Context: an optimization exercise on an open-source flow, tuned for small area. The choices shown serve that exercise and are no tape-out recipe. No functional check of the RTL was part of any run shown here. Power is estimated from default activity; no workload was simulated.

File: flow/config.mk
export PLATFORM = sky130hd
export DESIGN_NAME = MotionDetection
export DESIGN_NICKNAME = MotionDetection
export VERILOG_FILES = /design/flow/design.v
export SDC_FILE = /design/flow/constraint.sdc
export NUM_CORES = 8
export LEC_CHECK = 0
export ABC_AREA = 1
export CAP_MARGIN = 20
export CORE_AREA = 10 10 440 440
export DIE_AREA = 0 0 450 450
export PLACE_DENSITY = 0.85
export SLEW_MARGIN = 20
File: flow/constraint.sdc
create_clock -name core_clock -period 10.0 [get_ports {clk}]
set_input_delay 2.0000 -clock core_clock [delete_from_list [all_inputs] [get_ports {clk}]]
set_output_delay 2.0000 -clock core_clock [all_outputs]
set_load 0.01 [all_outputs]
File: flow/design.v
module md_sad8(a, b, s, c, p);
  input [63:0] a;
  input [63:0] b;
  output [10:0] s;
  output [10:0] c;
  output [3:0] p;
  wire ns1 = a[0] ^ ~b[0];
  wire nc2 = a[0] & ~b[0];
  wire ns3 = a[1] ^ ~b[1] ^ nc2;
  wire nc4 = (a[1] & ~b[1]) | (a[1] & nc2) | (~b[1] & nc2);
  wire ns5 = a[2] ^ ~b[2] ^ nc4;
  wire nc6 = (a[2] & ~b[2]) | (a[2] & nc4) | (~b[2] & nc4);
  wire ns7 = a[3] ^ ~b[3] ^ nc6;
  wire nc8 = (a[3] & ~b[3]) | (a[3] & nc6) | (~b[3] & nc6);
  wire ns9 = a[4] ^ ~b[4] ^ nc8;
  wire nc10 = (a[4] & ~b[4]) | (a[4] & nc8) | (~b[4] & nc8);
  wire ns11 = a[5] ^ ~b[5] ^ nc10;
  wire nc12 = (a[5] & ~b[5]) | (a[5] & nc10) | (~b[5] & nc10);
  wire ns13 = a[6] ^ ~b[6] ^ nc12;
  wire nc14 = (a[6] & ~b[6]) | (a[6] & nc12) | (~b[6] & nc12);
  wire ns15 = a[7] ^ ~b[7] ^ nc14;
  wire nc16 = (a[7] & ~b[7]) | (a[7] & nc14) | (~b[7] & nc14);
  wire nv17 = ns1 ^ ~nc16;
  wire nv18 = ns3 ^ ~nc16;
  wire nv19 = ns5 ^ ~nc16;
  wire nv20 = ns7 ^ ~nc16;
  wire nv21 = ns9 ^ ~nc16;
  wire nv22 = ns11 ^ ~nc16;
  wire nv23 = ns13 ^ ~nc16;
  wire nv24 = ns15 ^ ~nc16;
  wire ns25 = a[8] ^ ~b[8];
  wire nc26 = a[8] & ~b[8];
  wire ns27 = a[9] ^ ~b[9] ^ nc26;
  wire nc28 = (a[9] & ~b[9]) | (a[9] & nc26) | (~b[9] & nc26);
  wire ns29 = a[10] ^ ~b[10] ^ nc28;
  wire nc30 = (a[10] & ~b[10]) | (a[10] & nc28) | (~b[10] & nc28);
  wire ns31 = a[11] ^ ~b[11] ^ nc30;
  wire nc32 = (a[11] & ~b[11]) | (a[11] & nc30) | (~b[11] & nc30);
  wire ns33 = a[12] ^ ~b[12] ^ nc32;
  wire nc34 = (a[12] & ~b[12]) | (a[12] & nc32) | (~b[12] & nc32);
  wire ns35 = a[13] ^ ~b[13] ^ nc34;
  wire nc36 = (a[13] & ~b[13]) | (a[13] & nc34) | (~b[13] & nc34);
  wire ns37 = a[14] ^ ~b[14] ^ nc36;
  wire nc38 = (a[14] & ~b[14]) | (a[14] & nc36) | (~b[14] & nc36);
  wire ns39 = a[15] ^ ~b[15] ^ nc38;
  wire nc40 = (a[15] & ~b[15]) | (a[15] & nc38) | (~b[15] & nc38);
  wire nv41 = ns25 ^ ~nc40;
  wire nv42 = ns27 ^ ~nc40;
  wire nv43 = ns29 ^ ~nc40;
  wire nv44 = ns31 ^ ~nc40;
  wire nv45 = ns33 ^ ~nc40;
  wire nv46 = ns35 ^ ~nc40;
  wire nv47 = ns37 ^ ~nc40;
  wire nv48 = ns39 ^ ~nc40;
  wire ns49 = a[16] ^ ~b[16];
  wire nc50 = a[16] & ~b[16];
  wire ns51 = a[17] ^ ~b[17] ^ nc50;
  wire nc52 = (a[17] & ~b[17]) | (a[17] & nc50) | (~b[17] & nc50);
  wire ns53 = a[18] ^ ~b[18] ^ nc52;
  wire nc54 = (a[18] & ~b[18]) | (a[18] & nc52) | (~b[18] & nc52);
  wire ns55 = a[19] ^ ~b[19] ^ nc54;
  wire nc56 = (a[19] & ~b[19]) | (a[19] & nc54) | (~b[19] & nc54);
  wire ns57 = a[20] ^ ~b[20] ^ nc56;
  wire nc58 = (a[20] & ~b[20]) | (a[20] & nc56) | (~b[20] & nc56);
  wire ns59 = a[21] ^ ~b[21] ^ nc58;
  wire nc60 = (a[21] & ~b[21]) | (a[21] & nc58) | (~b[21] & nc58);
  wire ns61 = a[22] ^ ~b[22] ^ nc60;
  wire nc62 = (a[22] & ~b[22]) | (a[22] & nc60) | (~b[22] & nc60);
  wire ns63 = a[23] ^ ~b[23] ^ nc62;
  wire nc64 = (a[23] & ~b[23]) | (a[23] & nc62) | (~b[23] & nc62);
  wire nv65 = ns49 ^ ~nc64;
  wire nv66 = ns51 ^ ~nc64;
  wire nv67 = ns53 ^ ~nc64;
  wire nv68 = ns55 ^ ~nc64;
  wire nv69 = ns57 ^ ~nc64;
  wire nv70 = ns59 ^ ~nc64;
  wire nv71 = ns61 ^ ~nc64;
  wire nv72 = ns63 ^ ~nc64;
  wire ns73 = a[24] ^ ~b[24];
  wire nc74 = a[24] & ~b[24];
  wire ns75 = a[25] ^ ~b[25] ^ nc74;
  wire nc76 = (a[25] & ~b[25]) | (a[25] & nc74) | (~b[25] & nc74);
  wire ns77 = a[26] ^ ~b[26] ^ nc76;
  wire nc78 = (a[26] & ~b[26]) | (a[26] & nc76) | (~b[26] & nc76);
  wire ns79 = a[27] ^ ~b[27] ^ nc78;
  wire nc80 = (a[27] & ~b[27]) | (a[27] & nc78) | (~b[27] & nc78);
  wire ns81 = a[28] ^ ~b[28] ^ nc80;
  wire nc82 = (a[28] & ~b[28]) | (a[28] & nc80) | (~b[28] & nc80);
  wire ns83 = a[29] ^ ~b[29] ^ nc82;
  wire nc84 = (a[29] & ~b[29]) | (a[29] & nc82) | (~b[29] & nc82);
  wire ns85 = a[30] ^ ~b[30] ^ nc84;
  wire nc86 = (a[30] & ~b[30]) | (a[30] & nc84) | (~b[30] & nc84);
  wire ns87 = a[31] ^ ~b[31] ^ nc86;
  wire nc88 = (a[31] & ~b[31]) | (a[31] & nc86) | (~b[31] & nc86);
  wire nv89 = ns73 ^ ~nc88;
  wire nv90 = ns75 ^ ~nc88;
  wire nv91 = ns77 ^ ~nc88;
  wire nv92 = ns79 ^ ~nc88;
  wire nv93 = ns81 ^ ~nc88;
  wire nv94 = ns83 ^ ~nc88;
  wire nv95 = ns85 ^ ~nc88;
  wire nv96 = ns87 ^ ~nc88;
  wire ns97 = a[32] ^ ~b[32];
  wire nc98 = a[32] & ~b[32];
  wire ns99 = a[33] ^ ~b[33] ^ nc98;
  wire nc100 = (a[33] & ~b[33]) | (a[33] & nc98) | (~b[33] & nc98);
  wire ns101 = a[34] ^ ~b[34] ^ nc100;
  wire nc102 = (a[34] & ~b[34]) | (a[34] & nc100) | (~b[34] & nc100);
  wire ns103 = a[35] ^ ~b[35] ^ nc102;
  wire nc104 = (a[35] & ~b[35]) | (a[35] & nc102) | (~b[35] & nc102);
  wire ns105 = a[36] ^ ~b[36] ^ nc104;
  wire nc106 = (a[36] & ~b[36]) | (a[36] & nc104) | (~b[36] & nc104);
  wire ns107 = a[37] ^ ~b[37] ^ nc106;
  wire nc108 = (a[37] & ~b[37]) | (a[37] & nc106) | (~b[37] & nc106);
  wire ns109 = a[38] ^ ~b[38] ^ nc108;
  wire nc110 = (a[38] & ~b[38]) | (a[38] & nc108) | (~b[38] & nc108);
  wire ns111 = a[39] ^ ~b[39] ^ nc110;
  wire nc112 = (a[39] & ~b[39]) | (a[39] & nc110) | (~b[39] & nc110);
  wire nv113 = ns97 ^ ~nc112;
  wire nv114 = ns99 ^ ~nc112;
  wire nv115 = ns101 ^ ~nc112;
  wire nv116 = ns103 ^ ~nc112;
  wire nv117 = ns105 ^ ~nc112;
  wire nv118 = ns107 ^ ~nc112;
  wire nv119 = ns109 ^ ~nc112;
  wire nv120 = ns111 ^ ~nc112;
  wire ns121 = a[40] ^ ~b[40];
  wire nc122 = a[40] & ~b[40];
  wire ns123 = a[41] ^ ~b[41] ^ nc122;
  wire nc124 = (a[41] & ~b[41]) | (a[41] & nc122) | (~b[41] & nc122);
  wire ns125 = a[42] ^ ~b[42] ^ nc124;
  wire nc126 = (a[42] & ~b[42]) | (a[42] & nc124) | (~b[42] & nc124);
  wire ns127 = a[43] ^ ~b[43] ^ nc126;
  wire nc128 = (a[43] & ~b[43]) | (a[43] & nc126) | (~b[43] & nc126);
  wire ns129 = a[44] ^ ~b[44] ^ nc128;
  wire nc130 = (a[44] & ~b[44]) | (a[44] & nc128) | (~b[44] & nc128);
  wire ns131 = a[45] ^ ~b[45] ^ nc130;
  wire nc132 = (a[45] & ~b[45]) | (a[45] & nc130) | (~b[45] & nc130);
  wire ns133 = a[46] ^ ~b[46] ^ nc132;
  wire nc134 = (a[46] & ~b[46]) | (a[46] & nc132) | (~b[46] & nc132);
  wire ns135 = a[47] ^ ~b[47] ^ nc134;
  wire nc136 = (a[47] & ~b[47]) | (a[47] & nc134) | (~b[47] & nc134);
  wire nv137 = ns121 ^ ~nc136;
  wire nv138 = ns123 ^ ~nc136;
  wire nv139 = ns125 ^ ~nc136;
  wire nv140 = ns127 ^ ~nc136;
  wire nv141 = ns129 ^ ~nc136;
  wire nv142 = ns131 ^ ~nc136;
  wire nv143 = ns133 ^ ~nc136;
  wire nv144 = ns135 ^ ~nc136;
  wire ns145 = a[48] ^ ~b[48];
  wire nc146 = a[48] & ~b[48];
  wire ns147 = a[49] ^ ~b[49] ^ nc146;
  wire nc148 = (a[49] & ~b[49]) | (a[49] & nc146) | (~b[49] & nc146);
  wire ns149 = a[50] ^ ~b[50] ^ nc148;
  wire nc150 = (a[50] & ~b[50]) | (a[50] & nc148) | (~b[50] & nc148);
  wire ns151 = a[51] ^ ~b[51] ^ nc150;
  wire nc152 = (a[51] & ~b[51]) | (a[51] & nc150) | (~b[51] & nc150);
  wire ns153 = a[52] ^ ~b[52] ^ nc152;
  wire nc154 = (a[52] & ~b[52]) | (a[52] & nc152) | (~b[52] & nc152);
  wire ns155 = a[53] ^ ~b[53] ^ nc154;
  wire nc156 = (a[53] & ~b[53]) | (a[53] & nc154) | (~b[53] & nc154);
  wire ns157 = a[54] ^ ~b[54] ^ nc156;
  wire nc158 = (a[54] & ~b[54]) | (a[54] & nc156) | (~b[54] & nc156);
  wire ns159 = a[55] ^ ~b[55] ^ nc158;
  wire nc160 = (a[55] & ~b[55]) | (a[55] & nc158) | (~b[55] & nc158);
  wire nv161 = ns145 ^ ~nc160;
  wire nv162 = ns147 ^ ~nc160;
  wire nv163 = ns149 ^ ~nc160;
  wire nv164 = ns151 ^ ~nc160;
  wire nv165 = ns153 ^ ~nc160;
  wire nv166 = ns155 ^ ~nc160;
  wire nv167 = ns157 ^ ~nc160;
  wire nv168 = ns159 ^ ~nc160;
  wire ns169 = a[56] ^ ~b[56];
  wire nc170 = a[56] & ~b[56];
  wire ns171 = a[57] ^ ~b[57] ^ nc170;
  wire nc172 = (a[57] & ~b[57]) | (a[57] & nc170) | (~b[57] & nc170);
  wire ns173 = a[58] ^ ~b[58] ^ nc172;
  wire nc174 = (a[58] & ~b[58]) | (a[58] & nc172) | (~b[58] & nc172);
  wire ns175 = a[59] ^ ~b[59] ^ nc174;
  wire nc176 = (a[59] & ~b[59]) | (a[59] & nc174) | (~b[59] & nc174);
  wire ns177 = a[60] ^ ~b[60] ^ nc176;
  wire nc178 = (a[60] & ~b[60]) | (a[60] & nc176) | (~b[60] & nc176);
  wire ns179 = a[61] ^ ~b[61] ^ nc178;
  wire nc180 = (a[61] & ~b[61]) | (a[61] & nc178) | (~b[61] & nc178);
  wire ns181 = a[62] ^ ~b[62] ^ nc180;
  wire nc182 = (a[62] & ~b[62]) | (a[62] & nc180) | (~b[62] & nc180);
  wire ns183 = a[63] ^ ~b[63] ^ nc182;
  wire nc184 = (a[63] & ~b[63]) | (a[63] & nc182) | (~b[63] & nc182);
  wire nv185 = ns169 ^ ~nc184;
  wire nv186 = ns171 ^ ~nc184;
  wire nv187 = ns173 ^ ~nc184;
  wire nv188 = ns175 ^ ~nc184;
  wire nv189 = ns177 ^ ~nc184;
  wire nv190 = ns179 ^ ~nc184;
  wire nv191 = ns181 ^ ~nc184;
  wire nv192 = ns183 ^ ~nc184;
  wire ns193 = nv113 ^ nv137 ^ nv161;
  wire nc194 = (nv113 & nv137) | (nv113 & nv161) | (nv137 & nv161);
  wire ns195 = nv17 ^ nv185 ^ nv41;
  wire nc196 = (nv17 & nv185) | (nv17 & nv41) | (nv185 & nv41);
  wire ns197 = nv114 ^ nv138 ^ nv162;
  wire nc198 = (nv114 & nv138) | (nv114 & nv162) | (nv138 & nv162);
  wire ns199 = nv18 ^ nv186 ^ nv42;
  wire nc200 = (nv18 & nv186) | (nv18 & nv42) | (nv186 & nv42);
  wire ns201 = nv115 ^ nv139 ^ nv163;
  wire nc202 = (nv115 & nv139) | (nv115 & nv163) | (nv139 & nv163);
  wire ns203 = nv187 ^ nv19 ^ nv43;
  wire nc204 = (nv187 & nv19) | (nv187 & nv43) | (nv19 & nv43);
  wire ns205 = nv116 ^ nv140 ^ nv164;
  wire nc206 = (nv116 & nv140) | (nv116 & nv164) | (nv140 & nv164);
  wire ns207 = nv188 ^ nv20 ^ nv44;
  wire nc208 = (nv188 & nv20) | (nv188 & nv44) | (nv20 & nv44);
  wire ns209 = nv117 ^ nv141 ^ nv165;
  wire nc210 = (nv117 & nv141) | (nv117 & nv165) | (nv141 & nv165);
  wire ns211 = nv189 ^ nv21 ^ nv45;
  wire nc212 = (nv189 & nv21) | (nv189 & nv45) | (nv21 & nv45);
  wire ns213 = nv118 ^ nv142 ^ nv166;
  wire nc214 = (nv118 & nv142) | (nv118 & nv166) | (nv142 & nv166);
  wire ns215 = nv190 ^ nv22 ^ nv46;
  wire nc216 = (nv190 & nv22) | (nv190 & nv46) | (nv22 & nv46);
  wire ns217 = nv119 ^ nv143 ^ nv167;
  wire nc218 = (nv119 & nv143) | (nv119 & nv167) | (nv143 & nv167);
  wire ns219 = nv191 ^ nv23 ^ nv47;
  wire nc220 = (nv191 & nv23) | (nv191 & nv47) | (nv23 & nv47);
  wire ns221 = nv120 ^ nv144 ^ nv168;
  wire nc222 = (nv120 & nv144) | (nv120 & nv168) | (nv144 & nv168);
  wire ns223 = nv192 ^ nv24 ^ nv48;
  wire nc224 = (nv192 & nv24) | (nv192 & nv48) | (nv24 & nv48);
  wire ns225 = nv65 ^ nv89 ^ ns193;
  wire nc226 = (nv65 & nv89) | (nv65 & ns193) | (nv89 & ns193);
  wire ns227 = nv66 ^ nv90 ^ nc194;
  wire nc228 = (nv66 & nv90) | (nv66 & nc194) | (nv90 & nc194);
  wire ns229 = nc196 ^ ns197 ^ ns199;
  wire nc230 = (nc196 & ns197) | (nc196 & ns199) | (ns197 & ns199);
  wire ns231 = nv67 ^ nv91 ^ nc198;
  wire nc232 = (nv67 & nv91) | (nv67 & nc198) | (nv91 & nc198);
  wire ns233 = nc200 ^ ns201 ^ ns203;
  wire nc234 = (nc200 & ns201) | (nc200 & ns203) | (ns201 & ns203);
  wire ns235 = nv68 ^ nv92 ^ nc202;
  wire nc236 = (nv68 & nv92) | (nv68 & nc202) | (nv92 & nc202);
  wire ns237 = nc204 ^ ns205 ^ ns207;
  wire nc238 = (nc204 & ns205) | (nc204 & ns207) | (ns205 & ns207);
  wire ns239 = nv69 ^ nv93 ^ nc206;
  wire nc240 = (nv69 & nv93) | (nv69 & nc206) | (nv93 & nc206);
  wire ns241 = nc208 ^ ns209 ^ ns211;
  wire nc242 = (nc208 & ns209) | (nc208 & ns211) | (ns209 & ns211);
  wire ns243 = nv70 ^ nv94 ^ nc210;
  wire nc244 = (nv70 & nv94) | (nv70 & nc210) | (nv94 & nc210);
  wire ns245 = nc212 ^ ns213 ^ ns215;
  wire nc246 = (nc212 & ns213) | (nc212 & ns215) | (ns213 & ns215);
  wire ns247 = nv71 ^ nv95 ^ nc214;
  wire nc248 = (nv71 & nv95) | (nv71 & nc214) | (nv95 & nc214);
  wire ns249 = nc216 ^ ns217 ^ ns219;
  wire nc250 = (nc216 & ns217) | (nc216 & ns219) | (ns217 & ns219);
  wire ns251 = nv72 ^ nv96 ^ nc218;
  wire nc252 = (nv72 & nv96) | (nv72 & nc218) | (nv96 & nc218);
  wire ns253 = nc220 ^ ns221 ^ ns223;
  wire nc254 = (nc220 & ns221) | (nc220 & ns223) | (ns221 & ns223);
  wire ns255 = nc226 ^ ns227 ^ ns229;
  wire nc256 = (nc226 & ns227) | (nc226 & ns229) | (ns227 & ns229);
  wire ns257 = nc228 ^ nc230 ^ ns231;
  wire nc258 = (nc228 & nc230) | (nc228 & ns231) | (nc230 & ns231);
  wire ns259 = nc232 ^ nc234 ^ ns235;
  wire nc260 = (nc232 & nc234) | (nc232 & ns235) | (nc234 & ns235);
  wire ns261 = nc236 ^ nc238 ^ ns239;
  wire nc262 = (nc236 & nc238) | (nc236 & ns239) | (nc238 & ns239);
  wire ns263 = nc240 ^ nc242 ^ ns243;
  wire nc264 = (nc240 & nc242) | (nc240 & ns243) | (nc242 & ns243);
  wire ns265 = nc244 ^ nc246 ^ ns247;
  wire nc266 = (nc244 & nc246) | (nc244 & ns247) | (nc246 & ns247);
  wire ns267 = nc248 ^ nc250 ^ ns251;
  wire nc268 = (nc248 & nc250) | (nc248 & ns251) | (nc250 & ns251);
  wire ns269 = nc222 ^ nc224 ^ nc252;
  wire nc270 = (nc222 & nc224) | (nc222 & nc252) | (nc224 & nc252);
  wire ns271 = ns233 ^ nc256 ^ ns257;
  wire nc272 = (ns233 & nc256) | (ns233 & ns257) | (nc256 & ns257);
  wire ns273 = ns237 ^ nc258 ^ ns259;
  wire nc274 = (ns237 & nc258) | (ns237 & ns259) | (nc258 & ns259);
  wire ns275 = ns241 ^ nc260 ^ ns261;
  wire nc276 = (ns241 & nc260) | (ns241 & ns261) | (nc260 & ns261);
  wire ns277 = ns245 ^ nc262 ^ ns263;
  wire nc278 = (ns245 & nc262) | (ns245 & ns263) | (nc262 & ns263);
  wire ns279 = ns249 ^ nc264 ^ ns265;
  wire nc280 = (ns249 & nc264) | (ns249 & ns265) | (nc264 & ns265);
  wire ns281 = ns253 ^ nc266 ^ ns267;
  wire nc282 = (ns253 & nc266) | (ns253 & ns267) | (nc266 & ns267);
  wire ns283 = nc254 ^ nc268 ^ ns269;
  wire nc284 = (nc254 & nc268) | (nc254 & ns269) | (nc268 & ns269);
  wire ns285 = nc112 ^ nc136 ^ nc16;
  wire nc286 = (nc112 & nc136) | (nc112 & nc16) | (nc136 & nc16);
  wire ns287 = nc160 ^ nc184 ^ nc40;
  wire nc288 = (nc160 & nc184) | (nc160 & nc40) | (nc184 & nc40);
  wire ns289 = nc64 ^ nc88;
  wire nc290 = nc64 & nc88;
  wire ns291 = ns289 ^ ns285 ^ ns287;
  wire nc292 = (ns289 & ns285) | (ns289 & ns287) | (ns285 & ns287);
  wire ns293 = nc290 ^ nc286 ^ nc288;
  wire nc294 = (nc290 & nc286) | (nc290 & nc288) | (nc286 & nc288);
  wire ns295 = nc292 ^ ns293;
  wire nc296 = nc292 & ns293;
  wire ns297 = nc294 ^ nc296;
  wire nc298 = nc294 & nc296;
  assign p = {nc298,ns297,ns295,ns291};
  assign s = {1'b0,nc284,nc282,nc280,nc278,nc276,nc274,nc272,ns271,ns255,ns195};
  assign c = {1'b0,nc270,ns283,ns281,ns279,ns277,ns275,ns273,1'b0,1'b0,ns225};
endmodule
module md_acc(a, x, z, p, y);
  input [15:0] a;
  input [10:0] x;
  input [10:0] z;
  input [3:0] p;
  output [15:0] y;
  wire ms1 = a[0] ^ p[0] ^ x[0];
  wire mc2 = (a[0] & p[0]) | (a[0] & x[0]) | (p[0] & x[0]);
  wire ms3 = a[1] ^ p[1] ^ x[1];
  wire mc4 = (a[1] & p[1]) | (a[1] & x[1]) | (p[1] & x[1]);
  wire ms5 = a[2] ^ p[2] ^ x[2];
  wire mc6 = (a[2] & p[2]) | (a[2] & x[2]) | (p[2] & x[2]);
  wire ms7 = a[3] ^ p[3] ^ x[3];
  wire mc8 = (a[3] & p[3]) | (a[3] & x[3]) | (p[3] & x[3]);
  wire ms9 = a[4] ^ x[4] ^ z[4];
  wire mc10 = (a[4] & x[4]) | (a[4] & z[4]) | (x[4] & z[4]);
  wire ms11 = a[5] ^ x[5] ^ z[5];
  wire mc12 = (a[5] & x[5]) | (a[5] & z[5]) | (x[5] & z[5]);
  wire ms13 = a[6] ^ x[6] ^ z[6];
  wire mc14 = (a[6] & x[6]) | (a[6] & z[6]) | (x[6] & z[6]);
  wire ms15 = a[7] ^ x[7] ^ z[7];
  wire mc16 = (a[7] & x[7]) | (a[7] & z[7]) | (x[7] & z[7]);
  wire ms17 = a[8] ^ x[8] ^ z[8];
  wire mc18 = (a[8] & x[8]) | (a[8] & z[8]) | (x[8] & z[8]);
  wire ms19 = a[9] ^ x[9] ^ z[9];
  wire mc20 = (a[9] & x[9]) | (a[9] & z[9]) | (x[9] & z[9]);
  wire ms21 = a[10] ^ x[10] ^ z[10];
  wire mc22 = (a[10] & x[10]) | (a[10] & z[10]) | (x[10] & z[10]);
  wire ms23 = z[1] ^ mc2 ^ ms3;
  wire mc24 = (z[1] & mc2) | (z[1] & ms3) | (mc2 & ms3);
  wire ms25 = z[2] ^ mc4 ^ ms5;
  wire mc26 = (z[2] & mc4) | (z[2] & ms5) | (mc4 & ms5);
  wire ms27 = z[3] ^ mc6 ^ ms7;
  wire mc28 = (z[3] & mc6) | (z[3] & ms7) | (mc6 & ms7);
  wire ms29 = mc8 ^ ms9 ^ mc28;
  wire mc30 = (mc8 & ms9) | (mc8 & mc28) | (ms9 & mc28);
  wire ms31 = mc10 ^ ms11 ^ mc30;
  wire mc32 = (mc10 & ms11) | (mc10 & mc30) | (ms11 & mc30);
  wire ms33 = mc12 ^ ms13 ^ mc32;
  wire mc34 = (mc12 & ms13) | (mc12 & mc32) | (ms13 & mc32);
  wire ms35 = mc14 ^ ms15 ^ mc34;
  wire mc36 = (mc14 & ms15) | (mc14 & mc34) | (ms15 & mc34);
  wire ms37 = mc16 ^ ms17 ^ mc36;
  wire mc38 = (mc16 & ms17) | (mc16 & mc36) | (ms17 & mc36);
  wire ms39 = mc18 ^ ms19 ^ mc38;
  wire mc40 = (mc18 & ms19) | (mc18 & mc38) | (ms19 & mc38);
  wire ms41 = mc20 ^ ms21 ^ mc40;
  wire mc42 = (mc20 & ms21) | (mc20 & mc40) | (ms21 & mc40);
  wire ms43 = a[11] ^ mc22 ^ mc42;
  wire mc44 = (a[11] & mc22) | (a[11] & mc42) | (mc22 & mc42);
  wire ms45 = z[0] ^ ms1;
  wire mc46 = z[0] & ms1;
  wire ms47 = ms23 ^ mc46;
  wire mc48 = ms23 & mc46;
  wire ms49 = mc24 ^ ms25 ^ mc48;
  wire mc50 = (mc24 & ms25) | (mc24 & mc48) | (ms25 & mc48);
  wire ms51 = mc26 ^ ms27 ^ mc50;
  wire mc52 = (mc26 & ms27) | (mc26 & mc50) | (ms27 & mc50);
  wire ms53 = ms29 ^ mc52;
  wire mc54 = ms29 & mc52;
  wire ms55 = ms31 ^ mc54;
  wire mc56 = ms31 & mc54;
  wire ms57 = ms33 ^ mc56;
  wire mc58 = ms33 & mc56;
  wire ms59 = ms35 ^ mc58;
  wire mc60 = ms35 & mc58;
  wire ms61 = ms37 ^ mc60;
  wire mc62 = ms37 & mc60;
  wire ms63 = ms39 ^ mc62;
  wire mc64 = ms39 & mc62;
  wire ms65 = ms41 ^ mc64;
  wire mc66 = ms41 & mc64;
  wire ms67 = ms43 ^ mc66;
  wire mc68 = ms43 & mc66;
  wire ms69 = mc44 ^ a[12] ^ mc68;
  wire mc70 = (mc44 & a[12]) | (mc44 & mc68) | (a[12] & mc68);
  wire ms71 = a[13] ^ mc70;
  wire mc72 = a[13] & mc70;
  wire ms73 = a[14] ^ mc72;
  wire mc74 = a[14] & mc72;
  wire ms75 = a[15] ^ mc74;
  wire mc76 = a[15] & mc74;
  assign y = {ms75,ms73,ms71,ms69,ms67,ms65,ms63,ms61,ms59,ms57,ms55,ms53,ms51,ms49,ms47,ms45};
endmodule
module MotionDetection(clk, ena, rst, din1, din2, dout, state, count,
                       sr_we, sr_addr, sr_wdata, sr_rdata,
                       cr_we, cr_addr, cr_wdata, cr_rdata);
input [31:0] din1, din2;
input clk, ena, rst;
input [3:0] state;
output [31:0] dout;
input [8:0] count;
output [11:0]  sr_we;
output [83:0]  sr_addr;
output [383:0] sr_wdata;
input  [383:0] sr_rdata;
output [3:0]   cr_we;
output [27:0]  cr_addr;
output [127:0] cr_wdata;
input  [127:0] cr_rdata;
reg        page;           
reg  [5:0] cx, cy;         
reg  [5:0] bestx, besty;
reg [15:0] bestsad;
reg [15:0] acc0, acc1, acc2;
reg [10:0] ps0, pc0, ps1, pc1, ps2, pc2;    
reg  [3:0] pp0, pp1, pp2;                   
reg  [5:0] mvx, mvy;
assign dout = {10'b0, mvx, 10'b0, mvy};
genvar t;
integer i;
wire ld_c  = (count >= 9'd48)  && (count < 9'd112);
wire ld_01 = (count >= 9'd160) && (count < 9'd224);
wire ld_11 = (count >= 9'd272) && (count < 9'd336);
wire ld_12 = (count >= 9'd384) && (count < 9'd448);
wire ld_21 = (count >= 9'd448);
wire [3:0] lr = count[5:2] + (ld_c ? 4'd4 : ld_01 ? 4'd8 : ld_11 ? 4'd12 : 4'd0);
wire [1:0] lk = count[1:0];
wire tx0 = ld_c  | ld_11 | ld_12;
wire tx1 = ld_01 | ld_11 | ld_21;
wire tx2 = ld_01 | ld_12 | ld_21;
wire [1:0] ty0 = ld_c  ? 2'd0 : ld_11 ? 2'd1 : 2'd2;
wire [1:0] ty1 = ld_01 ? 2'd0 : ld_11 ? 2'd1 : 2'd2;
wire [1:0] ty2 = ld_01 ? 2'd0 : ld_12 ? 2'd1 : 2'd2;
wire [31:0] wd2   = ld_12 ? din1 : din2;        
wire [31:0] bus01 = lk[1] ? din1 : din2;
wire [31:0] bus23 = lk[1] ? din2 : wd2;
wire [31:0] bus45 = lk[1] ? wd2  : din1;
reg  [5:0] lwe;
reg  [6:0] laddr [0:5];
always @* begin
  for (i = 0; i < 6; i = i + 1) begin
    lwe[i] = 1'b0;
    laddr[i] = 7'd0;
  end
  lwe[0] = (tx0 & lk == 2'd0) | (tx1 & lk == 2'd2);
  laddr[0] = lk[1] ? {1'b1, ty1, lr} : {1'b0, ty0, lr};
  lwe[1] = (tx0 & lk == 2'd1) | (tx1 & lk == 2'd3);
  laddr[1] = lk[1] ? {1'b1, ty1, lr} : {1'b0, ty0, lr};
  lwe[2] = (tx0 & lk == 2'd2) | (tx2 & lk == 2'd0);
  laddr[2] = lk[1] ? {1'b0, ty0, lr} : {1'b1, ty2, lr};
  lwe[3] = (tx0 & lk == 2'd3) | (tx2 & lk == 2'd1);
  laddr[3] = lk[1] ? {1'b0, ty0, lr} : {1'b1, ty2, lr};
  lwe[4] = (tx1 & lk == 2'd0) | (tx2 & lk == 2'd2);
  laddr[4] = lk[1] ? {1'b1, ty2, lr} : {1'b0, ty1, lr};
  lwe[5] = (tx1 & lk == 2'd1) | (tx2 & lk == 2'd3);
  laddr[5] = lk[1] ? {1'b1, ty2, lr} : {1'b0, ty1, lr};
end
wire [1:0] step = count[8:7];
wire [6:0] n = count[6:0];
wire st0 = (step == 2'd0), st1 = (step == 2'd1), st2 = (step == 2'd2), st3 = (step == 2'd3);
wire [5:0] s = {2'b0, st0, st1, st2, st3};
wire [5:0] xl = cx - s;
wire [5:0] xr = cx + s;
function [2:0] gsel;    
  input [6:0] v;
  gsel = {(v >= 7'd80) && (v < 7'd112), (v >= 7'd40) && (v < 7'd72), v < 7'd32};
endfunction
wire [2:0] ga = gsel(n);
wire       act = |ga;
wire [4:0] la = ga[2] ? n - 7'd80 : ga[1] ? n - 7'd40 : n;
wire [3:0] rr = la[4:1];
wire       rh = la[0];
wire [5:0] ry = cy + (ga[0] ? -s : ga[1] ? 6'd0 : s) + {2'b0, rr};
wire [5:0] xb = xl + {1'b0, rh, 3'b0};        
wire [3:0] q0 = xb[5:2];
wire       cv = xl[2];
generate
for (t = 0; t < 12; t = t + 1) begin : sr
  localparam M = t % 6;
  wire ldset = (t < 6) ? ~page : page;       
  assign sr_we[t] = ena & ldset & lwe[M];
  assign sr_addr[7*t+6:7*t] = ldset ? laddr[M] : {(q0 > M), ry};
  assign sr_wdata[32*t+31:32*t] = (M < 2) ? bus01 : (M < 4) ? bus23 : bus45;
end
for (t = 0; t < 4; t = t + 1) begin : cr
  localparam E = t % 2;
  wire ldset = (t < 2) ? ~page : page;
  assign cr_we[t] = ena & ldset & ld_c;
  assign cr_addr[7*t+6:7*t] = ldset ? {1'b0, lk[0] ^ E[0], lr, lk[1]} : {1'b0, cv, rr, rh};
  assign cr_wdata[32*t+31:32*t] = din1;
end
endgenerate
wire [31:0] wset [0:5];
wire [31:0] cset [0:1];
generate
for (t = 0; t < 6; t = t + 1) begin : ws
  assign wset[t] = page ? sr_rdata[32*t+31:32*t] : sr_rdata[32*(t+6)+31:32*(t+6)];
end
for (t = 0; t < 2; t = t + 1) begin : cs
  assign cset[t] = page ? cr_rdata[32*t+31:32*t] : cr_rdata[32*(t+2)+31:32*(t+2)];
end
endgenerate
function [7:0] wbyte; input [2:0] m; input [1:0] b;
  reg [31:0] w;
  begin w = wset[m]; wbyte = w[31-8*b -: 8]; end
endfunction
reg  [1:0] st1r;
reg        h1;
always @(posedge clk) begin
  st1r <= step;
  h1 <= rh;
end
wire [5:0] sstep1 = {2'b0, st1r == 2'd0, st1r == 2'd1, st1r == 2'd2, st1r == 2'd3};
wire [5:0] x1l = cx - sstep1;
wire [5:0] x1r = cx + sstep1;
wire [1:0] dd = x1l[1:0];
wire [5:0] base0 = x1l + {1'b0, h1, 3'b0};    
wire [5:0] base1 = cx  + {1'b0, h1, 3'b0};
wire [5:0] base2 = x1r + {1'b0, h1, 3'b0};
wire sd0 = (st1r == 2'd0), sd1 = (st1r == 2'd1), sd2 = (st1r == 2'd2), sd3 = (st1r == 2'd3);
wire [3:0] rl = {sd3 & dd[1], sd3 & ~dd[1], sd2, sd0 | sd1};          
wire [2:0] rc = {sd1 | sd2 | (sd3 & dd[1]), sd3 & ~dd[1], sd0};        
wire [3:0] rq = {sd3 & dd[1], sd3 & ~dd[1], sd2, sd0 | sd1};          
wire [7:0] cl8 [0:7];
generate
for (t = 0; t < 8; t = t + 1) begin : cl
  wire [31:0] cw = cset[t/4];
  assign cl8[t] = cw[31-8*(t%4) -: 8];
end
endgenerate
wire [63:0] wa0, wa1, wa2, cb0, cb1, cb2;
function [2:0] mod3oh; input [2:0] v;
  mod3oh = {v == 3'd2 || v == 3'd5, v == 3'd1 || v == 3'd4, v == 3'd0 || v == 3'd3};
endfunction
function [7:0] therm; input [2:0] v;    
  therm = ~(8'hff << v);
endfunction
wire [2:0] bk0 = mod3oh(base0[5:3]), bk1 = mod3oh(base1[5:3]), bk2 = mod3oh(base2[5:3]);
wire [7:0] th0 = therm(base0[2:0]), th1 = therm(base1[2:0]), th2 = therm(base2[2:0]);
generate
for (t = 0; t < 8; t = t + 1) begin : lane
  wire [2:0] o0 = th0[t] ? {bk0[1:0], bk0[2]} : bk0;
  wire [2:0] o1 = th1[t] ? {bk1[1:0], bk1[2]} : bk1;
  wire [2:0] o2 = th2[t] ? {bk2[1:0], bk2[2]} : bk2;
  localparam G = t / 4, B = t % 4;
  wire [7:0] wb0 = wset[G][31-8*B -: 8];
  wire [7:0] wb1 = wset[G+2][31-8*B -: 8];
  wire [7:0] wb2 = wset[G+4][31-8*B -: 8];
  assign wa0[8*t+7:8*t] = ({8{o0[0]}} & wb0) | ({8{o0[1]}} & wb1) | ({8{o0[2]}} & wb2);
  assign wa1[8*t+7:8*t] = ({8{o1[0]}} & wb0) | ({8{o1[1]}} & wb1) | ({8{o1[2]}} & wb2);
  assign wa2[8*t+7:8*t] = ({8{o2[0]}} & wb0) | ({8{o2[1]}} & wb1) | ({8{o2[2]}} & wb2);
  assign cb0[8*t+7:8*t] = ({8{rl[0]}} & cl8[t]) | ({8{rl[1]}} & cl8[(t+6)%8]) |
                          ({8{rl[2]}} & cl8[(t+7)%8]) | ({8{rl[3]}} & cl8[(t+5)%8]);
  assign cb1[8*t+7:8*t] = ({8{rc[0]}} & cl8[t]) | ({8{rc[1]}} & cl8[(t+6)%8]) |
                          ({8{rc[2]}} & cl8[(t+4)%8]);
  assign cb2[8*t+7:8*t] = ({8{rq[0]}} & cl8[t]) | ({8{rq[1]}} & cl8[(t+2)%8]) |
                          ({8{rq[2]}} & cl8[(t+5)%8]) | ({8{rq[3]}} & cl8[(t+3)%8]);
end
endgenerate
wire [10:0] s0, c0, s1, c1, s2, c2;
wire [3:0]  p0, p1, p2;
md_sad8 u0 (.a(wa0), .b(cb0), .s(s0), .c(c0), .p(p0));
md_sad8 u1 (.a(wa1), .b(cb1), .s(s1), .c(c1), .p(p1));
md_sad8 u2 (.a(wa2), .b(cb2), .s(s2), .c(c2), .p(p2));
always @(posedge clk) begin
  ps0 <= s0; pc0 <= c0; pp0 <= p0;
  ps1 <= s1; pc1 <= c1; pp1 <= p1;
  ps2 <= s2; pc2 <= c2; pp2 <= p2;
end
wire [6:0] n2 = count[6:0] - 7'd2;           
wire [2:0] g2 = gsel(n2);
wire       act2 = |g2;
wire       first2 = (n2 == 7'd0) || (n2 == 7'd40) || (n2 == 7'd80);
wire [15:0] a0, a1, a2;
md_acc v0 (.a(first2 ? 16'd0 : acc0), .x(ps0), .z(pc0), .p(pp0), .y(a0));
md_acc v1 (.a(first2 ? 16'd0 : acc1), .x(ps1), .z(pc1), .p(pp1), .y(a1));
md_acc v2 (.a(first2 ? 16'd0 : acc2), .x(ps2), .z(pc2), .p(pp2), .y(a2));
always @(posedge clk) begin
  if (ena & act2) begin
    acc0 <= a0;
    acc1 <= a1;
    acc2 <= a2;
  end
end
wire [6:0] nc = count[6:0] - 7'd34;
wire [2:0] gc = gsel(nc);
wire [6:0] lc = gc[2] ? nc - 7'd80 : gc[1] ? nc - 7'd40 : nc;
wire       cmp = (|gc) && (lc < 7'd3);
wire [1:0] cu = lc[1:0];
wire [15:0] cand = (cu == 2'd0) ? acc0 : (cu == 2'd1) ? acc1 : acc2;
wire [15:0] bref = (nc == 7'd0) ? 16'hffff : bestsad;
wire        lt = cand < bref;
wire [5:0]  cxu = (cu == 2'd0) ? xl : (cu == 2'd1) ? cx : xr;
wire [5:0]  cyg = cy + (gc[0] ? -s : gc[1] ? 6'd0 : s);
always @(posedge clk) begin
  if (ena) begin
    if (cmp & lt) begin
      bestsad <= cand;
      bestx <= cxu;
      besty <= cyg;
    end
    if (n == 7'd127) begin
      cx <= st3 ? 6'd16 : bestx;
      cy <= st3 ? 6'd16 : besty;
    end
    if (count == 9'd507) begin
      mvx <= bestx;
      mvy <= besty;
    end
  end
end
always @(posedge clk or negedge rst) begin
  if (~rst)
    page <= 1'b0;
  else if (ena && count == 9'd511)
    page <= ~page;
end
endmodule
File: flow/flow/run.sh
#!/bin/bash
# Standard layout (the standard.sh), with the port buffers that ORFS's
# buffer_ports inserts on every input and output made sky130_fd_sc_hd__buf_1.
set -euo pipefail
bash standard.sh BUFFER_PORTS_ARGS="-buffer_cell sky130_fd_sc_hd__buf_1" finish > orfs_make.log 2>&1
File: flow/standard.sh
#!/bin/bash
# synth_recipe.tcl (not shown) runs the flow's synth.tcl, then flattens the netlist and writes it again
# the make line also repeats each setting of config.mk as NAME=value (left out here)
make -C /OpenROAD-flow-scripts/flow DESIGN_CONFIG=/design/flow/config.mk WORK_HOME=/design/flow/orfs CLKGATE_MAP_FILE= SYNTH_SCRIPT=/design/flow/synth_recipe.tcl "${@:-finish}"
==> metrics.md, run 1 <==
| Metric | Value |
|---|---|
| Worst-path clk slew | `80 ps` |
| R2R Setup Slk | `400 ps` |
| Worst path depth | `26` |
| Post-Place Setup Slack | `429 ps` |
| Die height | `450 um` |
| Slew Limit Fails | `0` |
| Mapped Area | `0.0357 sq mm` |
| Final Hold Viols | `0` |
| Min Tclk post-route | `9600 ps` |
| Placed insts | `8272` |
| Drt pass-1 iters | `8` |
| Worst setup path endpoint | `pc2[8]` |
| Final period utilization | `96.0%` |
| CTS tree | `built` |
| Layout Nets | `6961` |
| Worst EP required | `10330 ps` |
| R2r endpoint | `pc2[8]` |
| CTS Buffer Depth | `2` |
| Total Wirelength | `237 mm` |
| Post-Synth Simple-Gate Area | `27.6%` |
| Post-synthesis compound-gate area fraction | `8.50%` |
| Grt ovf | `0` |
| Via count | `38300` |
| # clock sinks | `170` |
| Slew headroom | `10.5%` |
| VDD IR max | `0.485 mV` |
| Clk_skew | `12.3 ps` |
| First-pass GRT wire length | `310 mm` |
| Cell leakage power | `18.2 nW` |
| Wire per inst | `28.5 um` |
| Mux cell area share after synthesis | `0.0841%` |
| Post-CTS setup repair buffer count | `0` |
| Top cell type's share of synthesized area | `22.0%` |
| Initial antenna violation count | `36` |
| Worst Setup SP | `st1r[0]` |
| Post-synth EDFFs | `100` |
| Worst-Skew Late Latency | `460 ps` |
| Vias/cell | `4.61` |
| CP peak stage delay | `800 ps` |
| Startpoint types | `flop` |
| Largest area contributor in the netlist | `fa_1` |
| Largest cells by area after synthesis | `fa_1 22%, nand2_1 17%, buf_4 11%, edfxtp_1 8.4%, nand3_1 5.6%` |
| Fin area | `0.0408 sq mm` |
| Ys Warns | `2` |
| Setup TNS | `0 ps` |
| Synth-to-layout area growth | `14.2%` |
| Top FF cell, synth | `edfxtp_1` |
| Final setup viols | `0` |
| Fmax | `0.104 GHz` |
| Worst setup path class | `reg2reg` |
| Sequential area share after synthesis | `12.3%` |
| Highest-delay cell along the critical path | `fa_1` |
| Yosys cell types | `58` |
| Worst Max-Slew Pin Slew | `1330 ps` |
| TritonCTS Buffers | `17` |
| Non-Filler Instances | `8319` |
| IO Port Bufs | `1235` |
| Maxcap violations | `0` |
| Htree depth | `4` |
| # IOs | `1264` |
| Most frequent cell after synthesis | `nand2_1` |
| Worst Reg-to-Reg Cells | `26` |
| Hold wc startpoint | `besty[1]` |
| Gp weighted congestion | `1.12` |
| Post-DP Area | `0.0401 sq mm` |
| Worst Path Max Fanout | `9` |
| Synth Area in XOR/XNOR | `5.49%` |
| Outcome | `complete, no violations` |
| Die Area | `0.203 sq mm` |
| WP buf/inv | `4` |
| DR iter-0 viols | `4999` |
| Detail Route Antenna Nets | `0` |
| Post-synthesis register bit count | `170` |
| Post_cts resized | `0` |
| RSZ-0062 raised after global routing | `no` |
| Total Routing Usage GR | `22.0%` |
| Largest net degree at the start of global routing | `123` |
| Initial Util | `19.5%` |
| Die Wd | `450 um` |
| Worst min path class | `reg2reg` |
| Vias in the first global route | `36500` |
| Ratio of cells with drive above 1 in the final layout | `6.04%` |
| # hold bufs at CTS | `0` |
| Number of cell rows | `157` |
| Top cells by count, synth | `1601 x nand2_1, 509 x inv_1, 508 x buf_4` |
| Most common cell on crit path | `fa_1` |
| Post-synthesis async set-or-reset flop share | `0.588%` |
| Worst path top cell family by delay | `adder cells` |
| CP Data Arrival Time | `9930 ps` |
| Post-Syn Instances | `5102` |
| Power per cell area | `341 mW/mm^2` |
| Setup WS post-layout | `395 ps` |
| Core area | `0.183 sq mm` |
| Post-route DRC | `0` |
| CP Capture Type | `flop` |
| Largest family of logic cells by synthesized area | `simple AND/OR/NAND/NOR gates` |
| Root Driver | `clkbuf_16` |
| Adder-Cell Fraction of Synth Area | `27.2%` |
| Reg2reg start | `st1r[0]` |
| Hpwl dp | `210 mm` |
| Mean Syn Cell Area | `7.00 sq um` |
==> power breakdown <==
part | internal, W | total, W | leakage (nW) | switching [W]
Sequential | 0.00148 | 0.00166 | 1.52 | 0.000176
Clock | 0.000358 | 0.000692 | 0.288 | 0.000334
Combinational | 0.00440 | 0.0116 | 16.4 | 0.00715
==> cell families (layout without fill, tap and decap cells) <==
kind of cell / count (synthesis) / in the layout
and+or+nand+nor: 2369 / 2369
other: 1 / 38
DFF: 170 / 170
buffers and inverters: 1252 / 1968
adders and majority gates: 541 / 541
xor gates and xnor gates: 221 / 221
AOI/OAI and AO/OA: 545 / 545
muxes: 3 / 3
==> worst min-delay path by stage <==
stage	endpoint	slack [ps]	cells after the start
2_1_floorplan	mvx[4]	420	0
3_3_place_gp	mvy[4]	430	0
3_5_place_dp	mvy[1]	440	0
4_1_cts	mvy[1]	450	0
5_1_grt	mvx[3]	470	0
6_report	mvy[1]	450	0
==> area by class of cell <==
cell class	count	area, sq um
well taps	2464	3080
inverters	560	2120
fillers	20700	143000
diodes	14	35.0
repair buffers	1376	5740
clock buffers	17	425
multi-input cells	3703	24800
flip-flops and latches	170	4410
clock inverters	15	170
==> through the flow <==
step	hold slack, ps	util [%]	power (W)
6_report	453	22.2	0.0139
5_1_grt	468	22.2	0.0152
4_1_cts	454	22.2	0.0135
3_5_place_dp	435	21.9	0.0127
3_3_place_gp	433	21.9	0.0121
2_1_floorplan	418	-	0.00873
==> worst register-to-register path, stage by stage, from the launching register on <==
cell	delay [ps]
dfxtp_1	330
inv_1	130
ha_1	160
inv_1	60
ha_1	290
inv_1	50
ha_1	220
fa_1	800
nand2_1	370
nor2_1	420
o21ai_1	360
nand2_1	160
nand3_1	100
ha_1	210
fa_1	450
fa_1	460
fa_1	460
fa_1	460
fa_1	470
fa_1	460
fa_1	650
xor2_1	260
fa_1	570
fa_1	550
fa_1	560
inv_1	50
fa_1	440
==> flip-flops by register name, summed over array words and instances (netlist names), 2 cells and up <==
name	count
acc0	16
acc1	16
acc2	16
bestsad	16
ps0	10
ps1	10
ps2	10
pc0	8
pc1	8
pc2	8
bestx	6
besty	6
cx	6
cy	6
mvx	6
mvy	6
pp0	4
pp1	4
pp2	4
st1r	2
==> layout by cell type (no fill, tap or decap), drive strengths merged, types with 113 or more instances in the layout <==
cell	count
nor2	268
inv	566
ha	149
fa	392
o22ai	122
buf	1374
nand3	403
nand2	1615
o21ai	295
xnor2	113
==> per-layer routing <==
layer,GRT usage [%],wire [um]
met3,4.26,19800
met2,41.1,123000
met5,0,82
met4,15.6,21300
met1,21.6,73100
==> run 2, diff against run 1 <==
==> flow/flow/run.sh (replaced) <==
#!/bin/bash
# Standard layout (the standard.sh) with two changes:
#  - the port buffers that ORFS's buffer_ports inserts on every input and output
#    are sky130_fd_sc_hd__buf_1;
#  - synthesis maps the logic with flow/abc_area.script (an area-oriented ABC
#    script) instead of ORFS's abc_area.script. Everything else, registers
#    included, is the standard synthesis.
set -euo pipefail
here=$(pwd)
mkdir -p scripts
for f in "$FLOW_HOME"/scripts/*; do ln -sf "$f" scripts/; done
rm -f scripts/abc_area.script
cp flow/abc_area.script scripts/abc_area.script
bash standard.sh SCRIPTS_DIR="$here/scripts" \
  BUFFER_PORTS_ARGS="-buffer_cell sky130_fd_sc_hd__buf_1" finish > orfs_make.log 2>&1
==> flow/flow/abc_area.script (new file) <==
strash
dch -f
map -a
mfs2
strash
dch -f
map -a
topo
stime -c
--- a/flow/config.mk
+++ b/flow/config.mk
@@ -9,5 +9,4 @@
 export CAP_MARGIN = 20
 export CORE_AREA = 10 10 440 440
 export DIE_AREA = 0 0 450 450
-export PLACE_DENSITY = 0.85
 export SLEW_MARGIN = 20
==> run 2 against run 1 <==
Highest routed layer unchanged. Maximum frequency rose by 0.59%. Via count fell by 7.9%. Combinational power rose by 22%. Sequential power hardly changed.
==> metrics.md, run 2 <==
| Metric | Value |
|---|---|
| Outcome | `complete, no violations` |
| Die Area | `0.203 sq mm (unchanged)` |
| CTS Buffer Depth | `2 (unchanged)` |
| Worst-path clk slew | `90 ps (about the same)` |
| Initial Util | `18.1% (-1.4 points)` |
| Via count | `35300 (-7.9%)` |
| Detail Route Antenna Nets | `0 (unchanged)` |
| Clk_skew | `21.2 ps (+8.89 ps)` |
| Slew Limit Fails | `0 (unchanged)` |
| Ys Warns | `2 (unchanged)` |
| Fmax | `0.105 GHz (+0.59%)` |
| RSZ-0062 raised after global routing | `no` |
| Total Routing Usage GR | `20.9% (-1.1 points)` |
| Hold slack | `467 ps (+13.8 ps)` |
| Root Driver | `clkbuf_16` |
| Top FF cell, synth | `edfxtp_1` |
| Total Wirelength | `225 mm (-5.1%)` |
| Sequential area share after synthesis | `13.3% (+0.92 points)` |
| Largest area contributor in the netlist | `fa_1` |
| Initial antenna violation count | `7 (-81%)` |
| Post-synthesis async set-or-reset flop share | `0.588% (unchanged)` |
| Post-CTS setup repair buffer count | `0 (unchanged)` |
| R2R Setup Slk | `450 ps (+60 ps)` |
| Post-Place Setup Slack | `260 ps (-168 ps)` |
| CP Data Arrival Time | `9950 ps (+20 ps)` |
| Largest cells by area after synthesis | `fa_1 24%, nand2_1 13%, buf_4 11%, edfxtp_1 9.0%, clkinv_1 5.8%` |
| Die Wd | `450 um (unchanged)` |
| Min Tclk post-route | `9550 ps (-56.7 ps)` |
| Leading cell type in the layout, fill and taps excluded | `buf_1` |
| Final period utilization | `95.5% (-0.57 points)` |
| Post-route DRC | `0 (unchanged)` |
| Core area | `0.183 sq mm (unchanged)` |
| Vias in the first global route | `34800 (-4.6%)` |
| Final setup viols | `0 (unchanged)` |
| CP peak stage delay | `560 ps (-240 ps)` |
| Hpwl dp | `201 mm (-4.3%)` |
| Most common cell on crit path | `fa_2` |
| Most frequent cell after synthesis | `nand2_1` |
| Layout Nets | `6486 (-6.8%)` |
| Slew headroom | `17.7% (+7.3 points)` |
| Number of cell rows | `157 (unchanged)` |
| Post-synthesis register bit count | `170 (unchanged)` |
| Mean Syn Cell Area | `7.54 sq um (+7.8%)` |
| Power per cell area | `401 mW/mm^2 (+18%)` |
| Cell leakage power | `15.9 nW (-13%)` |
| # clock sinks | `170 (unchanged)` |
| Wire per inst | `28.7 um (+0.81%)` |
| Worst-Skew Late Latency | `470 ps (about the same)` |
| CTS tree | `built` |
| Worst Path Max Fanout | `9 (unchanged)` |
| Synth-to-layout area growth | `23.6%` |
| Most frequent cells in the layout | `1234 x buf_1, 1163 x nand2_1, 456 x clkinv_1` |
| Worst setup path class | `reg2reg` |
| Htree depth | `4 (unchanged)` |
| # hold bufs at CTS | `0 (unchanged)` |
| Grt ovf | `0 (unchanged)` |
| Post-synth EDFFs | `100 (unchanged)` |
| Post-Syn Instances | `4404 (-14%)` |
| Largest net degree at the start of global routing | `110 (-11%)` |
| Top cell type's share of synthesized area | `23.6% (+1.6 points)` |
| Setup WS post-layout | `452 ps (+56.7 ps)` |
| First-pass GRT wire length | `296 mm (-4.7%)` |
| DR iter-0 viols | `3960 (-21%)` |
| CP Capture Type | `flop` |
| Setup TNS | `0 ps (unchanged)` |
| Final Hold Viols | `0 (unchanged)` |
| Startpoint types | `flop` |
| VDD IR max | `0.624 mV (+29%)` |
| Gp weighted congestion | `1.06 (-4.8%)` |
| Mapped Area | `0.0332 sq mm (-7.0%)` |
| # IOs | `1264 (unchanged)` |
| Drt pass-1 iters | `9 (+1)` |
| IO Port Bufs | `1235 (unchanged)` |
| Worst EP required | `10400 ps (+70 ps)` |
| Maxcap violations | `0 (unchanged)` |
| Worst min path class | `reg2reg` |
| Top cells by count, synth | `1164 x nand2_1, 510 x clkinv_1, 504 x buf_4` |
| Ratio of cells with drive above 1 in the final layout | `12.7% (+6.6 points)` |
| Highest-delay cell along the critical path | `fa_1` |
| Die height | `450 um (unchanged)` |
| Worst Max-Slew Pin Slew | `1220 ps (-108 ps)` |
| TritonCTS Buffers | `17 (unchanged)` |
| Yosys cell types | `39 (-33%)` |
| Vias/cell | `4.51 (-2.2%)` |
[run 2: changes by cell type after synthesis, sizes merged, moves of 135 or more]
cell,delta
inv,-558
nand2,-451
clkinv,+508
clkbuf,-135
nand3,-379
a22oi,+178
[run 2: kinds of logic (layout without fill, tap and decap cells)]
logic type,after synthesis,in the layout,synth area share (%)
simple gates,1731,1731,20.3
other cells,1,29,0.0113
mux,56,56,1.69
buf+inv,1014,1953,17.2
xor+xnor,222,222,5.85
fa+ha+maj,541,541,29.2
flops,170,170,13.3
compound gates,669,669,12.4
[run 2: per-stage QoR]
stage / cells / area [sq um] / util, % / total power [W]
2_1_floorplan: 4427 / 34800 / - / 0.0103
6_report: 7835 / 41100 / 22.4 / 0.0165
4_1_cts: 7829 / 41000 / 22.4 / 0.0162
3_3_place_gp: 7796 / 40300 / 22.0 / 0.0151
3_5_place_dp: 7797 / 40400 / 22.0 / 0.0155
5_1_grt: 7831 / 41100 / 22.4 / 0.0178
[run 2: layout make-up]
| class | instances | area [sq um] |
|---|---|---|
| fillers | 20500 | 142000 |
| multi-input cells | 3243 | 24900 |
| repair buffers | 1411 | 6070 |
| flip-flops and latches | 170 | 4410 |
| well taps | 2464 | 3080 |
| inverters | 510 | 1990 |
| clock buffers | 17 | 425 |
| clock inverters | 15 | 213 |
| diodes | 5 | 12.5 |
[run 2: metal layers]
layer	global-route usage, %	vias up	wire, um
met1	23.2	17300	80200
met3	3.14	256	15400
li1	-	15700	-
met4	9.53	2	12000
met2	39.0	2005	117000
met5	0	-	18
[run 2: path summary, 6_finish.rpt]
check | start | depth (start not counted) | to
setup / recovery | st1r[1] | 33 | pc2[7]
hold / removal | bestx[4] | 0 | mvx[4]
setup reg to reg | st1r[1] | 33 | pc2[7]
hold reg to reg | bestx[4] | 0 | mvx[4]
max in group asynchronous | rst | 1 | page
min in group asynchronous | rst | 1 | page
[run 2: power breakdown]
part           internal [W]  switching [W]
clock network      0.000371       0.000366
registers           0.00149       0.000145
logic               0.00581        0.00827
[run 2: critical path, delay by kind of cell, from the launching register on]
kind / cells / cell delay [ps]
compound gates: 4 / 1080
xor+xnor: 1 / 220
fa+ha+maj: 15 / 5850
buf+inv: 7 / 920
flops: 1 / 360
simple gates: 6 / 1030
[run 2: what timing repair did]
| item | 4_1_cts | 5_1_grt |
|---|---|---|
| gates resized for setup | 0 | 2 |
| endpoints found under the setup margin | 0 | 5 |
| endpoints found under the hold margin | 0 | 0 |
==> run 3, diff against run 2 <==
==> flow/flow/abc_area.script (replaced) <==
strash
&get -n
&st
&dch
&nf
&put
topo
stime -c
upsize -c
dnsize -c
--- a/flow/config.mk
+++ b/flow/config.mk
@@ -9,4 +9,5 @@
 export CAP_MARGIN = 20
 export CORE_AREA = 10 10 440 440
 export DIE_AREA = 0 0 450 450
+export PLACE_DENSITY = 0.85
 export SLEW_MARGIN = 20
==> run 3 against run 2 <==
Still clean on timing, DRC and antenna. Core utilization decreased by 0.53 points. Wire length decreased by 9.3%. Maximum frequency decreased by 2.5%. Clock skew decreased by 3.6 ps. Worst setup slack got worse by 240 ps. Die area unchanged. Non-clock buffer count increased by 48. Synthesized cell count decreased by 18%. Sequential share of layout area increased by 0.27 points. Largest cell class unchanged. Highest routed layer unchanged.
==> metrics.md, run 3 <==
| Metric | Value |
|---|---|
| Gp weighted congestion | `1.08 (+2.1%)` |
| CP Data Arrival Time | `10130 ps (+180 ps)` |
| Worst-Skew Late Latency | `460 ps (about the same)` |
| Top FF cell, synth | `edfxtp_1` |
| Fin area | `0.0401 sq mm (-2.4%)` |
| Ys Warns | `2 (unchanged)` |
| Vias/cell | `4.63 (+2.7%)` |
| Reg2reg start | `st1r[0]` |
| WHS Path Cells | `0 (unchanged)` |
| Fmax | `0.102 GHz (-2.5%)` |
| Worst path top cell family by delay | `adder cells` |
| Worst Max-Slew Pin Slew | `1200 ps (-25.4 ps)` |
| CTS tree | `built` |
| Ratio of cells with drive above 1 in the final layout | `7.82% (-4.8 points)` |
| Cell leakage power | `14.1 nW (-11%)` |
| WP buf/inv | `6 (-1)` |
| Most frequent cell after synthesis | `buf_4` |
| Top cell type's share of synthesized area | `23.5% (-0.15 points)` |
| Hpwl dp | `180 mm (-10%)` |
| Worst setup path class | `reg2reg` |
| Post-route DRC | `0 (unchanged)` |
| CP Capture Type | `flop` |
| Leading cell type in the layout, fill and taps excluded | `buf_1` |
| Detail Route Antenna Nets | `0 (unchanged)` |
| Hold slack | `453 ps (-13.4 ps)` |
| Setup WS post-layout | `208 ps (-244 ps)` |
| Drt pass-1 iters | `7 (-2)` |
| Number of cell rows | `157 (unchanged)` |
| Slew headroom | `20.0% (+2.3 points)` |
| Most common cell on crit path | `fa_1` |
| Wire per inst | `28.7 um (about the same)` |
| CP peak stage delay | `610 ps (+50 ps)` |
| Worst EP required | `10340 ps (-60 ps)` |
| Grt ovf | `0 (unchanged)` |
| Synth-to-layout area growth | `19.9%` |
| Clk_skew | `17.6 ps (-3.61 ps)` |
| VDD IR max | `0.454 mV (-27%)` |
| CTS Buffer Depth | `2 (unchanged)` |
| Slew Limit Fails | `0 (unchanged)` |
| Final period utilization | `97.9% (+2.4 points)` |
| Die Wd | `450 um (unchanged)` |
| Sequential area share after synthesis | `13.2% (-0.083 points)` |
| Mapped Area | `0.0334 sq mm (+0.63%)` |
| Startpoint types | `flop` |
| Hold wc startpoint | `besty[5]` |
| Die Area | `0.203 sq mm (unchanged)` |
| Largest cells by area after synthesis | `fa_1 23%, buf_4 11%, edfxtp_1 9.0%, ha_1 5.6%, mux2_1 5.0%` |
| Worst Reg-to-Reg Cells | `30 (-9.1%)` |
| Top cells by count, synth | `504 x buf_4, 392 x fa_1, 365 x nand2_1` |
| Worst Path Max Fanout | `9 (unchanged)` |
| Initial antenna violation count | `59 (+52)` |
| Power per cell area | `372 mW/mm^2 (-7.1%)` |
| Total design power | `0.0149 W (-9.3%)` |
| Post-synth EDFFs | `100 (unchanged)` |
| First-pass GRT wire length | `269 mm (-8.9%)` |
| Via count | `32900 (-6.8%)` |
| Met3 GRT Util | `4.38% (+1.2 points)` |
| Initial Util | `18.2% (+0.11 points)` |
| Final Hold Viols | `0 (unchanged)` |
| Layout Nets | `5759 (-11%)` |
| Setup TNS | `0 ps (unchanged)` |
| Maxcap violations | `0 (unchanged)` |
| # hold bufs at CTS | `0 (unchanged)` |
| Final setup viols | `0 (unchanged)` |
| Root Driver | `clkbuf_16` |
| Largest area contributor in the netlist | `fa_1` |
| Worst min path class | `reg2reg` |
| Post-synthesis async set-or-reset flop share | `0.588% (unchanged)` |
| Routing usage on met2 | `34.8% (-4.2 points)` |
| Total Routing Usage GR | `18.8% (-2.1 points)` |
| R2R Setup Slk | `210 ps (-240 ps)` |
| Worst-path clk slew | `70 ps (-20 ps)` |
| WHS Endpoint | `mvy[5]` |
| Total Wirelength | `204 mm (-9.3%)` |
| Post-Syn Instances | `3629 (-18%)` |
| Post-Place Setup Slack | `-30.8 ps (-291 ps)` |
| Core area | `0.183 sq mm (unchanged)` |
| Htree depth | `4 (unchanged)` |
| Min Tclk post-route | `9790 ps (+244 ps)` |
| GRT busiest layer | `met2` |
| Mean Syn Cell Area | `9.21 sq um (+22%)` |
| R2r endpoint | `pc2[6]` |
| Largest net degree at the start of global routing | `95 (-14%)` |
| M1 GR Usage | `18.2% (-5.0 points)` |
| Post-DP Area | `0.0393 sq mm (-2.8%)` |
| Most frequent cells in the layout | `1234 x buf_1, 385 x fa_1, 364 x nand2_1` |
| # IOs | `1264 (unchanged)` |
| TritonCTS Buffers | `17 (unchanged)` |
| Outcome | `complete, no violations` |
| DR iter-0 viols | `4043 (+2.1%)` |
| # clock sinks | `170 (unchanged)` |
| Post-synthesis register bit count | `170 (unchanged)` |
| Highest-delay cell along the critical path | `fa_1` |
| Die height | `450 um (unchanged)` |
| Yosys cell types | `54 (+38%)` |
| IO Port Bufs | `1235 (unchanged)` |
| Vias in the first global route | `33300 (-4.4%)` |
run 3: logic make-up (layout without fill, tap and decap cells):
kind of cell    after synthesis  after routing  synth area share (%)
buf+inv                     824           1811                  14.9
simple gates                801            801                  10.4
compound gates              690            690                  14.4
fa+ha+maj                   541            541                  29.1
mux                         368            368                  11.9
xor+xnor                    234            234                  6.13
flops                       170            170                  13.2
other cells                   1             31                0.0112
run 3: final cells by class:
class                      count  area [sq um]
tap                         2464          3080
fill                       20100        143000
timing repair buffer        1459          6420
sequential                   170          4410
multi-input combinational   2658         24400
inverter                     320          1200
antenna                        7          17.5
clock buffer                  19           433
clock inverter                13           130
run 3: what timing repair did:
item,4_1_cts,5_1_grt
pin swaps,0,2
resized for setup,1,37
endpoints found under the hold margin,0,0
setup buffers,0,2
cloned,0,1
endpoints found under the setup margin,9,28
run 3: where the power goes:
| group | switching [W] | internal (W) | total [W] |
|---|---|---|---|
| Clock | 0.000305 | 0.000349 | 0.000654 |
| Sequential | 0.000177 | 0.00150 | 0.00167 |
| Combinational | 0.00758 | 0.00501 | 0.0126 |
run 3: per-layer routing:
layer	part of all wire, %	routed length [um]
met5	0.063	128
met1	31	63100
met2	51	105000
met3	8.5	17300
met4	9.2	18800
run 3: worst register-to-register path, delay by kind of cell, from the launching register on:
family	cells	cell delay, ps
buffers and inverters	6	830
xor gates and xnor gates	2	400
DFF	1	340
and+or+nand+nor	3	280
muxes	1	430
AOI/OAI and AO/OA	3	720
adders and majority gates	15	6690
run 3: worst max-delay path by stage:
stage / slack (ps) / end / cells past startpoint / startpoint
after global routing: -70 / ps0[2] / 33 / st1r[0]
after floorplan: 200 / pc0[3] / 27 / st1r[0]
final: 210 / pc2[6] / 30 / st1r[0]
after detailed placement: -30 / ps0[2] / 31 / st1r[1]
after global placement: 90 / pc0[4] / 31 / st1r[1]
after CTS: 80 / ps0[2] / 31 / st1r[1]
run 3: per-stage QoR:
stage | cells | util [%]
after global routing | 7104 | 21.8
after floorplan | 3652 | -
final | 7110 | 21.8
after detailed placement | 7061 | 21.4
after global placement | 7060 | 21.4
after CTS | 7093 | 21.7

==> static timing again, ports no longer ideal <==
Ports are ideal in the flow. The routed layouts listed here were re-timed in OpenROAD. Step 1 (the two cells are an assumption about what drives the block):
set clk [get_ports {clk}]
set_driving_cell -lib_cell sky130_fd_sc_hd__clkbuf_16 $clk
set_driving_cell -lib_cell sky130_fd_sc_hd__buf_2 [delete_from_list [all_inputs] $clk]
Step 2 moves the port delays by t, midway between the first and last clock arrival at a register: inputs arrive t later, outputs are due t later. That takes back most of the time a late clock gives input paths. Three values: no drivers, after step 1, after step 2; two values: the first two.
| run | t (ns) | slack for setup (ns) | worst hold slack (ns) | worst setup path at the end | worst register clock-pin slew, ns |
|---|---|---|---|---|---|
| run 1 | 0.505 | 0.395 / 0.395 / 0.218 | 0.453 / 0.453 / 0.453 | input to register | 0.08 / 0.08 |
| run 2 | 0.526 | 0.452 / 0.452 / 0.233 | 0.467 / 0.467 / 0.467 | input to register | 0.09 / 0.09 |
| run 3 | 0.495 | 0.208 / 0.208 / 0.021 | 0.453 / 0.453 / 0.453 | input to register | 0.08 / 0.08 |
After both steps setup and hold are still met in every run listed. For run 2, which loses most, drivers alone change the setup slack by 0.000 ns; drivers and shift together by -0.219 ns.
